This design comes from an exercise in tuning for small area on the open sky130 flow, not from production work.
In this exercise RTL edits were held to simulation tests only and were not proved equivalent to the original.
Power is estimated from default activity; no workload was simulated.

--- flow/config.mk ---
export PLATFORM = sky130hd
export DESIGN_NAME = top_module_x3
export DESIGN_NICKNAME = top_module_x3
export VERILOG_FILES = /design/flow/design.v
export SDC_FILE = /design/flow/constraint.sdc
export NUM_CORES = 4
export LEC_CHECK = 0
export CAP_MARGIN = 20
export CORE_MARGIN = 2
export CORE_UTILIZATION = 60
export SLEW_MARGIN = 20
export ADDER_MAP_FILE =
export BUFFER_PORTS_ARGS = -buffer_cell sky130_fd_sc_hd__buf_1
export CTS_ARGS = -sink_clustering_enable -repair_clock_nets -dont_use_dummy_load -buf_list sky130_fd_sc_hd__clkbuf_4
--- flow/constraint.sdc ---
create_clock -name core_clock -period 20.0 [get_ports {clk}]
set_input_delay 4.0000 -clock core_clock [delete_from_list [all_inputs] [get_ports {clk}]]
set_output_delay 4.0000 -clock core_clock [all_outputs]
set_load 0.01 [all_outputs]
--- flow/design.v ---
module ina_step (
    input  wire [13:0] r,
    input  wire        first,    
    input  wire        c32,      
    input  wire        c5,       
    input  wire        k14,      
    input  wire        sda,
    output wire [13:0] rn
);
    wire [1:0] c0 = first ? 2'b10 : r[1:0];
    wire lim = c0[0] ? c5 : c32;
    wire [1:0] cs_n = (~c0[1] | (sda == lim)) ? c0 :
                      (c0[0] ? {1'b0, sda} : ((k14 & ~sda) ? 2'b11 : {1'b0, ~sda}));
    function [3:0] dbl;    
        input [3:0] d;
        dbl = {d[3] | d[2] & (d[1] | d[0]),
               d[3] & d[0] | d[2] & ~d[1] & ~d[0],
               ~d[3] & ~d[2] & d[1] | d[2] & d[1] & d[0] | d[3] & ~d[0],
               ~d[3] & ~d[2] & d[0] | d[2] & d[1] & ~d[0] | d[3] & ~d[0]};
    endfunction
    wire [11:0] a0 = first ? 12'd0 : r[13:2];
    wire [3:0] dh = dbl(a0[11:8]), dt = dbl(a0[7:4]), du = dbl(a0[3:0]);
    assign rn = {dh[2:0], dt[3], dt[2:0], du[3], du[2:0], sda, cs_n};
endmodule
module lcd_controller_x3 (
    input clk,
    input reset,
    input [11:0] val1,
    input [11:0] val2,
    input [11:0] val3,
    output rs,
    output rw,
    output enable,
    output [7:0] data
);
    reg [4:0] e;
    reg [4:0] p;
    reg [3:0] dlo;       
    wire setup = (e == 5'd10);
    wire [1:0] ch = p[4:3];
    wire [2:0] o  = p[2:0];
    wire [11:0] vsel = ch[1] ? (ch[0] ? val3 : val2) : val1;
    reg [3:0] lo_n;
    always @(*) begin
        if (ch == 2'd0) begin
            case (o)
                3'd4: lo_n = 4'hC;       
                3'd5: lo_n = 4'h1;       
                3'd6: lo_n = 4'h6;       
                3'd7: lo_n = 4'h3;       
                default: lo_n = 4'h8;    
            endcase
        end else begin
            case (o)
                3'd0: lo_n = {2'b00, ch};        
                3'd1: lo_n = 4'hA;               
                3'd2: lo_n = vsel[11:8];         
                3'd3: lo_n = vsel[7:4];          
                3'd4: lo_n = 4'hE;               
                3'd5: lo_n = vsel[3:0];          
                3'd6: lo_n = 4'h0;               
                default: lo_n = 4'h3;            
            endcase
        end
    end
    reg [3:0] hi;
    always @(*) begin
        if (p[4:3] == 2'd0) hi = (p == 5'd0 || p[2:0] >= 3'd5) ? 4'h0 : 4'h3;
        else case (p[2:0])
            3'd0: hi = 4'h5;
            3'd5: hi = 4'h2;
            3'd7: hi = (p[4:3] == 2'd1) ? 4'h2 : (p[4:3] == 2'd2) ? 4'hC : 4'h8;
            default: hi = 4'h3;
        endcase
    end
    always @(posedge clk or negedge reset) begin
        if (!reset) begin
            e <= 5'd0; p <= 5'd0; dlo <= 4'd0;
        end else begin
            e <= (e == 5'd30) ? 5'd1 : e + 5'd1;
            if (setup) begin p <= (&p) ? 5'd8 : p + 5'd1; dlo <= lo_n; end
        end
    end
    assign data = {hi, dlo};
    assign rs = (p[4:3] != 2'd0) & ~((p[2:0] == 3'd7) & p[4]);
    assign rw = 1'b0;
    assign enable = e[4] & (e[3] | e[2] & (e[1] | e[0]));    
endmodule
module top_module_x3 (
    input wire clk,
    input wire rst_n,
    output reg buzzer,
    input  wire sda1_i, output wire sda1_o, output wire sda1_oe, output wire scl1,
    input  wire sda2_i, output wire sda2_o, output wire sda2_oe, output wire scl2,
    input  wire sda3_i, output wire sda3_o, output wire sda3_oe, output wire scl3,
    output wire lcd_rs,
    output wire lcd_rw,
    output wire lcd_en,
    output wire [7:0] lcd_d,
    output reg relay1,
    output reg relay2,
    output reg relay3
);
    reg [1:0] q;
    wire tick = q[1] & q[0];
    reg [5:0] ss;
    reg [3:0] bidx;
    reg [2:0] ucnt;      
    wire inbyte = ~(ss[5] & (ss[4] | ss[3] | ss[2]));
    wire [3:0] slot = ss[5:2];
    wire [1:0] sub  = ss[1:0];
    wire b_last  = (bidx == 4'd3) | (bidx == 4'd5) | bidx[3];
    wire b_read  = (bidx == 4'd7) | bidx[3];
    wire b4      = (bidx == 4'd4);
    wire nxt     = tick & (ss == 6'd39);
    wire upd     = nxt & bidx[3];    
    always @(posedge clk or negedge rst_n) begin
        if (!rst_n) begin
            q <= 2'd0;
            ss <= 6'd40; bidx <= 4'd0; ucnt <= 3'd0;
        end else begin
            q <= {q[0] ^ q[1], ~q[0] | q[1]};
            if (tick) begin
                if (ss == 6'd35) begin
                    if (b_last) ss <= 6'd37;
                    else begin
                        bidx <= bidx + 4'd1;
                        ss <= (bidx[2] & bidx[1]) ? 6'd0 : 6'd3;
                    end
                end else ss <= ss + 6'd1;
                if (ss == 6'd39) begin
                    bidx <= bidx[3] ? 4'd4 : bidx + 4'd1;
                    if (bidx[3] && !(&ucnt)) ucnt <= ucnt + 3'd1;
                end
            end
        end
    end
    wire g_scl_lo = (ss == 6'd37) | (ss == 6'd63);
    wire g_o_lo   = g_scl_lo | (ss == 6'd38) | (ss == 6'd62);
    wire scl_c = inbyte ? (sub[1] ^ sub[0]) : ~g_scl_lo;
    wire is_addr = (bidx == 4'd0) | b4 | (bidx == 4'd6);
    wire oe_c  = inbyte ? (slot[3] ? b_read : ~b_read & ~(slot == 4'd0 & ~is_addr))
                        : ~(ss == 6'd40 && bidx == 4'd0);
    wire [2:0] bitn = ~slot[2:0];             
    reg cbit;                                  
    always @(*) begin
        case (bidx)
            4'd1: cbit = (bitn == 3'd0) | (bitn == 3'd2);      
            4'd2: cbit = (bitn == 3'd4);                       
            4'd5: cbit = (bitn == 3'd2);                       
            4'd6: cbit = (bitn == 3'd7) | (bitn == 3'd0);      
            4'd8: cbit = 1'b1;                                 
            4'd0, 4'd4: cbit = (bitn == 3'd7);                 
            default: cbit = 1'b0;                              
        endcase
    end
    wire o1 = inbyte ? cbit : ~g_o_lo;
    wire o2 = inbyte ? (cbit | (is_addr & bitn == 3'd1 & ~slot[3])) : ~g_o_lo;
    wire o3 = inbyte ? (cbit | (is_addr & bitn == 3'd3 & ~slot[3])) : ~g_o_lo;
    assign scl1 = scl_c; assign scl2 = scl_c; assign scl3 = scl_c;
    assign sda1_oe = oe_c; assign sda2_oe = oe_c; assign sda3_oe = oe_c;
    assign sda1_o = o1; assign sda2_o = o2; assign sda3_o = o3;
    wire rd_slot = inbyte & b_read & ~slot[3];
    wire proc  = rd_slot & (tick ? (~sub[1] & sub[0]) : ((q[1] ^ q[0]) & sub[1] & ~sub[0]));
    wire first = (bidx == 4'd7) & (slot[2:0] == 3'd0);
    wire msb = ~bidx[3];
    wire c32 = msb & (bitn == 3'd6 | bitn == 3'd5 | bitn == 3'd4 | bitn == 3'd3 | bitn == 3'd2 | bitn == 3'd0);
    wire c5  = msb ? (bitn == 3'd0) : (bitn == 3'd7 | bitn == 3'd6 | bitn == 3'd5 | bitn == 3'd4 | bitn == 3'd2);
    wire k14 = msb & (bitn == 3'd6);
    reg d3, d2a, d2b;        
    always @(posedge clk or negedge rst_n)
        if (!rst_n) begin d3 <= 1'b0; d2a <= 1'b0; d2b <= 1'b0; end
        else begin d3 <= sda3_i; d2a <= sda2_i; d2b <= d2a; end
    wire sbit = tick ? sda1_i : (q[1] ? d2b : d3);
    reg [13:0] ra, rb, rc;   
    wire [13:0] rstep;
    ina_step U_STEP (.r(ra), .first(first), .c32(c32), .c5(c5), .k14(k14), .sda(sbit), .rn(rstep));
    always @(posedge clk or negedge rst_n)
        if (!rst_n) begin ra <= 14'd0; rb <= 14'd0; rc <= 14'd0; end
        else begin ra <= rc; rb <= proc ? rstep : ra; rc <= rb; end
    wire dload = (ss == 6'd39) & bidx[3] & (q != 2'd0);
    reg [11:0] da, db, dc;
    always @(posedge clk or negedge rst_n)
        if (!rst_n) begin da <= 12'd0; db <= 12'd0; dc <= 12'd0; end
        else begin da <= dc; db <= dload ? ra[13:2] : da; dc <= db; end
    wire [11:0] v1 = db, v2 = dc, v3 = da;
    reg c1, c2, c3;
    always @(posedge clk or negedge rst_n)
        if (!rst_n) begin
            c1 <= 1'b0; c2 <= 1'b0; c3 <= 1'b0;
        end else if (upd) begin
            c1 <= ~ra[1] & ra[0]; c2 <= ~rb[1] & rb[0]; c3 <= ~rc[1] & rc[0];
        end
    wire u6 = (ucnt == 3'd6);
    wire prot = (&ucnt) | u6 | ((ucnt == 3'd5) & ~(b4 & ss[5] & (ss[4] ^ ss[3])));    
    wire rel_pt = q[1] & ~q[0] & (bidx == 4'd6) & (u6 ? (ss == 6'd62) : (ss == 6'd46));
    reg a1, a2, a3;
    always @(posedge clk or negedge rst_n) begin
        if (!rst_n) begin
            relay1 <= 1'b1; relay2 <= 1'b1; relay3 <= 1'b1;
            buzzer <= 1'b1;
            a1 <= 1'b0; a2 <= 1'b0; a3 <= 1'b0;
        end else begin
            if (prot & (c1 | c2 | c3)) buzzer <= 1'b0;
            if (upd) begin a1 <= prot & c1; a2 <= prot & c2; a3 <= prot & c3; end
            if (rel_pt & a1 & c1) relay1 <= 1'b0;
            if (rel_pt & a2 & c2) relay2 <= 1'b0;
            if (rel_pt & a3 & c3) relay3 <= 1'b0;
        end
    end
    lcd_controller_x3 U_LCD (
        .clk(clk), .reset(rst_n),
        .val1(v1), .val2(v2), .val3(v3),
        .rs(lcd_rs), .rw(lcd_rw), .enable(lcd_en), .data(lcd_d)
    );
endmodule
--- flow/flow/run.sh ---
#!/bin/bash
# Own layout flow: the standard ORFS flow (standard.sh) with three
# changes to how the layout is made:
#  - synthesis leaves adders to abc as plain logic instead of mapping them to
#    half/full-adder cells (ADDER_MAP_FILE empty); the registers, their names
#    and cell types are exactly the standard synthesis's
#  - the I/O port buffers are sky130_fd_sc_hd__buf_1 (the standard flow's
#    buffer_ports picks a larger cell; the ports see only 0.01 pF)
#  - clock tree synthesis uses clkbuf_4 and adds no dummy loads
# Everything else (floorplan, placement, routing) is standard.sh.
# The ORFS logs of every step are in orfs/logs; make's output is in
# standard.log.
set -e
cat >> config.mk <<'EOM'
export ADDER_MAP_FILE =
export BUFFER_PORTS_ARGS = -buffer_cell sky130_fd_sc_hd__buf_1
export CTS_ARGS = -sink_clustering_enable -repair_clock_nets -dont_use_dummy_load -buf_list sky130_fd_sc_hd__clkbuf_4
EOM
bash standard.sh > standard.log 2>&1
--- flow/standard.sh ---
#!/bin/bash
# synth_recipe.tcl (not shown) runs the flow's synth.tcl, then flattens the netlist and writes it again
# the make line also repeats each setting of config.mk as NAME=value (left out here)
make -C /OpenROAD-flow-scripts/flow DESIGN_CONFIG=/design/flow/config.mk WORK_HOME=/design/flow/orfs CLKGATE_MAP_FILE= SYNTH_SCRIPT=/design/flow/synth_recipe.tcl "${@:-finish}"
==> implementation parameters, run 1 <==
Parameter                              Value

Routing
  Average wire per standard cell ... 16.4 um
  Total number of vias ... 3,737
  Drt via density ... 5.94
  Number of remaining DRC errors ... 0
  Router iterations before antenna repair ... 5
  Iteration-0 DRC Markers ... 177
  Remaining number of nets flagged by the antenna check after routing ... 0
  Routed Wire Length ... 10,300 um

Timing
  Headroom to the max-slew limit ... 0.447
  Hold WS ... 0.316 ns
  Final worst clock skew ... 0.0458 ns
  Slew @ Worst Pin ... 0.830 ns
  Setup repair after global routing missed its margin ... false
  Hold violation count in the final report ... 0
  Fin Setup TNS ... 0 ns
  Maximum clock frequency ... 156 MHz
  Min cycle time layout ... 6.40 ns
  Fin. max-slew vios ... 0
  Finish-stage setup viols ... 0
  Final worst path period share ... 0.320

Global route
  Wire length of the first global-routing pass ... 17,800 um
  Number of antenna violations at the first check in global routing ... 0
  Maximum number of pins on one net before global-route repair ... 68
  Number of global-route vias before repair ... 3,631
  Overflow left after global routing ... 0
  All-Layer GR Usage ... 0.229

Power and ir drop
  Internal Power ... 0.282 mW
  Part of the power in combinational logic ... 0.015
  Power per Cell Area ... 64.5 nW/um^2
  IR Drop Worst-Case VDD ... 0.0000402 V
  Switching Power ... 0.0773 mW
  Leakage ... 2.45 nW
  Clock Power Share ... 0.309
  Switching Share ... 0.215
  Reg power frac ... 0.676

Setup path
  Reg2reg path depth ... 5
  Capture point of the worst reg-to-reg path ... ucnt[1]$_DFFE_PN0P_
  CP Data Required Time ... 16.00 ns
  Kind of launch point of the worst setup path ... register
  Max FO, Critical Path ... 17
  Element type at the critical path end ... output pin
  Critical path class ... register to output pin
  Flop-to-flop setup slack ... 17.60 ns
  Worst reg2reg path startpoint ... ss[5]$_DFFE_PN1P_
  Endpoint arrival time on the critical path ... 2.40 ns

Placement
  Detail Placement HPWL ... 6920 um
  Cell Count Post-Placement ... 612
  Placer Congestion ... 0.873
  Number of port buffers ... 27

Final layout
  Fin util ... 0.636
  Signed area change from the synthesized netlist to the final layout ... 2.60%
  Most common library cell in the layout ignoring fill and taps ... sky130_fd_sc_hd__dfrtp_1
  Final Net Count ... 528
  Final standard cell count with taps included and fillers excluded ... 629
  Antenna fix cells ... 0
  Share of layout cells above drive strength 1 ... 0.0960
  Leading cell types in the layout, fill and taps excluded ... sky130_fd_sc_hd__dfrtp_1 (114), sky130_fd_sc_hd__nand2_1 (53), sky130_fd_sc_hd__nor2_1 (44)

CTS
  Clock latency on the worst-skew pair ... 0.49 ns
  TritonCTS buffer count ... 17
  Max H-tree Level ... 4
  Post-CTS setup buffers ... 0
  Number of buffers added to fix hold violations after cts ... 0
  CTS resizes ... 0
  Clock transition at the registers of the reported paths ... 0.12 ns
  Total number of clock tree sinks ... 120
  Maximum buffer depth of the clock tree ... 2
  TritonCTS clock tree ... done
  Root buffer selected by CTS ... sky130_fd_sc_hd__clkbuf_4

Floorplan
  Area of the placeable core ... 8760 sq um
  Top-level I/O count ... 29
  Height of the chip ... 99.2 um
  Standard-cell rows ... 34
  Initial cell density of the core ... 0.620
  Die ar. ... 9830 sq um
  Die width ... 99.2 um

Hold path
  Hold path cells ... 0
  Worst-case hold path end point ... ra[10]$_DFF_PN0_
  Hold WC Path Type ... register to register
  Start point of the worst hold path ... rc[10]$_DFF_PN0_

Outcome
  Outcome ... timing/DRC/antenna clean

Flow run
  MaxCap Viol Count ... 0

Yosys
  Fraction of registers with async set/reset ... 1.00
  Number of synthesized register bits ... 120
  Primary FF master, synth ... sky130_fd_sc_hd__dfrtp_1
  Number of enable-type register cells in the synthesized netlist ... 0
  Total number of yosys warnings ... 3
  Gate count of the mapped netlist ... 517
  Cell taking the most area after synthesis ... sky130_fd_sc_hd__dfrtp_1
  Top cells by area, synth ... sky130_fd_sc_hd__dfrtp_1 (52%), sky130_fd_sc_hd__nand2_1 (3.7%), sky130_fd_sc_hd__o21ai_0 (3.3%), sky130_fd_sc_hd__nor2_1 (3.0%), sky130_fd_sc_hd__a21oi_1 (2.9%)
  Number of nets in the synthesized netlist ... 522
  Avg Inst Size Synth ... 10.5 sq um
  Yosys top cell area share ... 0.525
  Mapped cell area ... 5430 sq um
  Sequential fraction of the synthesis area ... 0.554
  Library cells used by synthesis ... 66
[cell families after synthesis]
| logic type | after synthesis | share of synthesized area |
|---|---|---|
| and+or+nand+nor | 174 | 0.165 |
| AOI/OAI and AO/OA | 130 | 0.157 |
| DFF | 120 | 0.554 |
| buffers and inverters | 53 | 0.0513 |
| muxes | 26 | 0.0504 |
| xor gates and xnor gates | 13 | 0.0223 |
| other | 1 | 0.000690 |
[area by class of cell]
type / instances / area, sq um
tap: 108 / 135
multi-input combinational: 344 / 2140
timing repair buffer: 28 / 113
sequential: 120 / 3010
clock buffer: 17 / 128
fill: 727 / 3190
inverter: 12 / 45.0
[power by group through the flow]
stage                     clock [mW]  sequential [mW]  combinational, mW
after global routing           0.125            0.243            0.00672
after CTS                      0.116            0.243            0.00578
after floorplan                    0            0.248           0.000582
final                          0.111            0.243            0.00539
after detailed placement           0            0.248            0.00576
after global placement             0            0.248            0.00566
[worst max-delay path by stage]
stage          cells after the start  slack, ns                    from        to
6_report                           6      13.60       ss[2]$_DFFE_PN0P_    sda3_o
3_5_place_dp                       6      14.06       ss[2]$_DFFE_PN0P_    sda3_o
5_1_grt                            5      13.39  U_LCD.p[4]$_DFFE_PN0N_  lcd_d[5]
2_1_floorplan                      6      14.21       ss[3]$_DFFE_PN1P_   sda2_oe
4_1_cts                            6      13.54       ss[2]$_DFFE_PN0P_    sda3_o
3_3_place_gp                       6      14.12       ss[2]$_DFFE_PN0P_    sda3_o
[sequential cells by signal, summed over array words and instances (netlist names), 2 cells and up]
name	flops
U_LCD.e	5
rb	14
q	2
rc	14
U_LCD.dlo	4
U_LCD.p	5
da	12
db	12
ss	6
bidx	4
ucnt	3
ra	14
dc	12
[worst max-delay path, cell delays in order, from the launching register on]
cell and delay [ns]:
sky130_fd_sc_hd__dfrtp_1 0.55, sky130_fd_sc_hd__or2_2 0.41, sky130_fd_sc_hd__nor2_1 0.20, sky130_fd_sc_hd__a22oi_1 0.13, sky130_fd_sc_hd__or4_1 0.44, sky130_fd_sc_hd__nand2_1 0.08
sky130_fd_sc_hd__buf_1 0.14
[Yosys cell counts, drive strengths merged (2+ instances only)]
| library cell | number |
|---|---|
| mux2i | 15 |
| dfrtp | 114 |
| or2 | 3 |
| xnor2 | 8 |
| buf | 26 |
| a2111oi | 3 |
| or4 | 4 |
| nor3b | 2 |
| nor2b | 5 |
| xor2 | 5 |
| inv | 12 |
| a211o | 2 |
| nand2 | 53 |
| a31oi | 8 |
| a21o | 4 |
| o211ai | 4 |
| o21ai | 41 |
| o21a | 6 |
| a211oi | 4 |
| nor4b | 2 |
| nor3 | 6 |
| mux2 | 11 |
| nand4b | 2 |
| a2bb2oi | 2 |
| nor2 | 44 |
| o32ai | 4 |
| o2111ai | 2 |
| and3 | 8 |
| clkbuf | 15 |
| a22o | 5 |
| or3 | 8 |
| nand2b | 10 |
| o21bai | 2 |
| nand3 | 14 |
| nor4 | 4 |
| a21oi | 32 |
| o31ai | 3 |
| dfstp | 6 |
| o41ai | 2 |
| nand3b | 5 |
[routing by layer]
layer | vias to the layer above | global-route usage | part of all wire
met1 | 1811 | 0.325 | 0.48
li1 | 1827 | - | -
met2 | 87 | 0.357 | 0.48
met5 | - | 0 | 0
met4 | 0 | 0.0769 | 0.014
met3 | 12 | 0.0464 | 0.033
[stage by stage]
stage	power [mW]	area (sq um)	worst slack (ns)
2_1_floorplan	0.248	5430	14.21
3_3_place_gp	0.253	5450	14.12
3_5_place_dp	0.253	5450	14.06
4_1_cts	0.364	5580	13.54
5_1_grt	0.375	5580	13.39
6_report	0.360	5580	13.60
==> inputs of run 2 (changes only) <==
--- a/flow/design.v
+++ b/flow/design.v
@@ -169,7 +169,7 @@
     wire k14 = msb & (bitn == 3'd6);
-    reg d3, d2a, d2b;        
-    always @(posedge clk or negedge rst_n)
-        if (!rst_n) begin d3 <= 1'b0; d2a <= 1'b0; d2b <= 1'b0; end
-        else begin d3 <= sda3_i; d2a <= sda2_i; d2b <= d2a; end
-    wire sbit = tick ? sda1_i : (q[1] ? d2b : d3);
+    reg d3, d2;              
+    always @(posedge clk or negedge rst_n)
+        if (!rst_n) begin d3 <= 1'b0; d2 <= 1'b0; end
+        else begin d3 <= sda3_i; if (tick) d2 <= sda2_i; end
+    wire sbit = tick ? sda1_i : (q[1] ? d2 : d3);
     reg [13:0] ra, rb, rc;   
==> implementation parameters, run 2 <==
Parameter                              Value

Global route
  Overflow left after global routing ... 0
  Wire length of the first global-routing pass ... 17,500 um
  Maximum number of pins on one net before global-route repair ... 81
  Number of antenna violations at the first check in global routing ... 0
  All-Layer GR Usage ... 0.231
  Number of global-route vias before repair ... 3,610

Final layout
  Biggest regs ... ra (14), rb (14), rc (14)
  Most common library cell in the layout ignoring fill and taps ... sky130_fd_sc_hd__dfrtp_1
  Leading cell types in the layout, fill and taps excluded ... sky130_fd_sc_hd__dfrtp_1 (113), sky130_fd_sc_hd__nand2_1 (56), sky130_fd_sc_hd__nor2_1 (37)
  Signed area change from the synthesized netlist to the final layout ... 4.03%
  Share of layout cells above drive strength 1 ... 0.114
  Final Net Count ... 518
  Antenna fix cells ... 0

Yosys
  Cell types with the highest counts after synthesis ... sky130_fd_sc_hd__dfrtp_1 (113), sky130_fd_sc_hd__nand2_1 (56), sky130_fd_sc_hd__nor2_1 (37)
  Total number of yosys warnings ... 3
  Library cells used by synthesis ... 61
  Number of synthesized register bits ... 119
  Cell taking the most area after synthesis ... sky130_fd_sc_hd__dfrtp_1
  Number of nets in the synthesized netlist ... 503
  Yosys top cell area share ... 0.539
  Primary FF master, synth ... sky130_fd_sc_hd__dfrtp_1
  Mapped cell area ... 5250 sq um
  Most used standard cell by instance count after synthesis ... sky130_fd_sc_hd__dfrtp_1
  Sequential fraction of the synthesis area ... 0.569
  Fraction of registers with async set/reset ... 1.00
  Top cells by area, synth ... sky130_fd_sc_hd__dfrtp_1 (54%), sky130_fd_sc_hd__nand2_1 (4.0%), sky130_fd_sc_hd__mux2_2 (3.4%), sky130_fd_sc_hd__o21ai_0 (3.2%), sky130_fd_sc_hd__dfstp_2 (3.0%)
  Avg Inst Size Synth ... 10.5 sq um
  Number of enable-type register cells in the synthesized netlist ... 0
  Gate count of the mapped netlist ... 498

Setup path
  Critical Path Max Stage Delay ... 0.80 ns
  Endpoint arrival time on the critical path ... 2.29 ns
  Crit-path cells ... nor2_1, a21o_1, a22o_1, a21oi_1, buf_1
  Max FO, Critical Path ... 22
  Flop-to-flop setup slack ... 17.76 ns
  Critical-path cell with the highest stage delay ... sky130_fd_sc_hd__dfrtp_1
  Bufs and invs on worst path ... 1
  Kind of launch point of the worst setup path ... register
  Critical path class ... register to output pin
  CP Data Required Time ... 16.00 ns
  Family with the most delay on the worst path ... flip-flops
  Element type at the critical path end ... output pin

Timing
  Final worst clock skew ... 0.0323 ns
  Setup repair after global routing missed its margin ... false
  Min cycle time layout ... 6.29 ns
  Final worst path period share ... 0.314
  Finish-stage setup viols ... 0
  Final setup margin ... 13.71 ns
  Hold WS ... 0.314 ns
  Fin. max-slew vios ... 0
  Headroom to the max-slew limit ... 0.365
  Maximum clock frequency ... 159 MHz
  Hold violation count in the final report ... 0
  Slew @ Worst Pin ... 0.953 ns
  Fin Setup TNS ... 0 ns

CTS
  Clock transition at the registers of the reported paths ... 0.11 ns
  Max H-tree Level ... 4
  TritonCTS clock tree ... done
  Post-CTS setup buffers ... 0
  Maximum buffer depth of the clock tree ... 2
  Total number of clock tree sinks ... 119
  Clock latency on the worst-skew pair ... 0.46 ns
  CTS resizes ... 0
  TritonCTS buffer count ... 17
  Number of buffers added to fix hold violations after cts ... 0
  Root buffer selected by CTS ... sky130_fd_sc_hd__clkbuf_4

Routing
  Average wire per standard cell ... 16.2 um
  Number of remaining DRC errors ... 0
  Router iterations before antenna repair ... 4
  Total number of vias ... 3,646
  Remaining number of nets flagged by the antenna check after routing ... 0
  Drt via density ... 5.89
  Routed Wire Length ... 10,000 um
  Iteration-0 DRC Markers ... 201

Floorplan
  Area of the placeable core ... 8590 sq um
  Top-level I/O count ... 29
  Standard-cell rows ... 34
  Initial cell density of the core ... 0.611
  Die ar. ... 9510 sq um
  Die width ... 97.5 um
  Height of the chip ... 97.5 um

Placement
  Placer Congestion ... 0.823
  Number of port buffers ... 27
  Pre-CTS setup slack ... 14.17 ns
  Detail Placement HPWL ... 6730 um

Power and ir drop
  Power per Cell Area ... 65.1 nW/um^2
  IR Drop Worst-Case VDD ... 0.0000469 V
  Leakage ... 2.38 nW

Outcome
  Outcome ... timing/DRC/antenna clean

Hold path
  Hold WC Path Type ... register to register

Flow run
  MaxCap Viol Count ... 0
-- run 2: worst paths after layout --
check | start | to | cells past startpoint
worst max-delay path | U_LCD.p[4]$_DFFE_PN0N_ | lcd_d[5] | 5
worst min-delay path | rb[13]$_DFF_PN0_ | rc[13]$_DFF_PN0_ | 0
worst max register to register | ss[4]$_DFFE_PN0P_ | a3$_DFFE_PN0P_ | 5
worst min register to register | rb[13]$_DFF_PN0_ | rc[13]$_DFF_PN0_ | 0
max in group asynchronous | rst_n | db[9]$_DFF_PN0_ | 2
min in group asynchronous | rst_n | ra[13]$_DFF_PN0_ | 1
-- run 2: kinds of logic (layout without fill, tap and decap cells) --
group                  count (synthesis)  after routing  share of synthesized area
other                                  1              1                   0.000715
XOR/XNOR                              11             11                     0.0184
buffers and inverters                 48             61                     0.0446
multiplexers                          25             25                     0.0539
flip-flops                           119            119                      0.569
AND/OR/NAND/NOR                      166            166                      0.158
AO/OA/AOI/OAI                        128            128                      0.155
-- run 2: metal layers --
metal,vias up,global-route usage,share of wire
met5,-,0,0
met4,0,0.0652,0.011
met3,8,0.0655,0.031
met2,75,0.379,0.51
met1,1797,0.302,0.45
li1,1766,-,-
-- run 2: power by group --
group	switching, mW	leakage, nW	internal, mW
sequential	0.0000688	1.59	0.241
clock	0.0701	0.0782	0.0390
combinational	0.00478	0.712	0.000528
-- run 2: final cells by class --
cell class / instances / area [sq um]
Clock buffer: 17 / 128
Tap cell: 108 / 135
Sequential cell: 119 / 2990
Fill cell: 723 / 3130
Timing Repair Buffer: 29 / 120
Multi-Input combinational cell: 331 / 2030
Inverter: 15 / 56.3
-- run 2: stage by stage --
| stage | std cells | cell area [sq um] | utilization | total power [mW] |
|---|---|---|---|---|
| 2_1_floorplan | 498 | 5250 | - | 0.246 |
| 3_3_place_gp | 602 | 5330 | 0.620 | 0.251 |
| 3_5_place_dp | 602 | 5330 | 0.620 | 0.251 |
| 4_1_cts | 619 | 5460 | 0.635 | 0.361 |
| 5_1_grt | 619 | 5460 | 0.635 | 0.373 |
| 6_report | 619 | 5460 | 0.635 | 0.355 |

-- re-timing with driven ports --
In the flow no input, the clock included, has a driving cell. The finished layouts below were timed again as built, in two steps.
Step 1, drivers: a clkbuf_16 drives clk and a buf_2 each remaining input, both assumed.
Step 2 adds t to the input delays and takes it off the output delays; t is the mean of the earliest and latest rising clock arrival at the registers after step 1. Input paths then give back, and output paths get back, about the clock's delay inside the block.
Slacks: no drivers / after step 1 / after step 2; pairs: no drivers / after step 1.
run | shift t [ns] | setup slack, ns | hold WS [ns] | worst setup path at the end
run 1 | 0.500 | 13.600 / 13.567 / 14.067 | 0.316 / 0.316 / 0.316 | register to output
run 2 | 0.482 | 13.712 / 13.681 / 14.162 | 0.314 / 0.314 / 0.314 | register to output
After both steps every run listed still meets setup and hold.
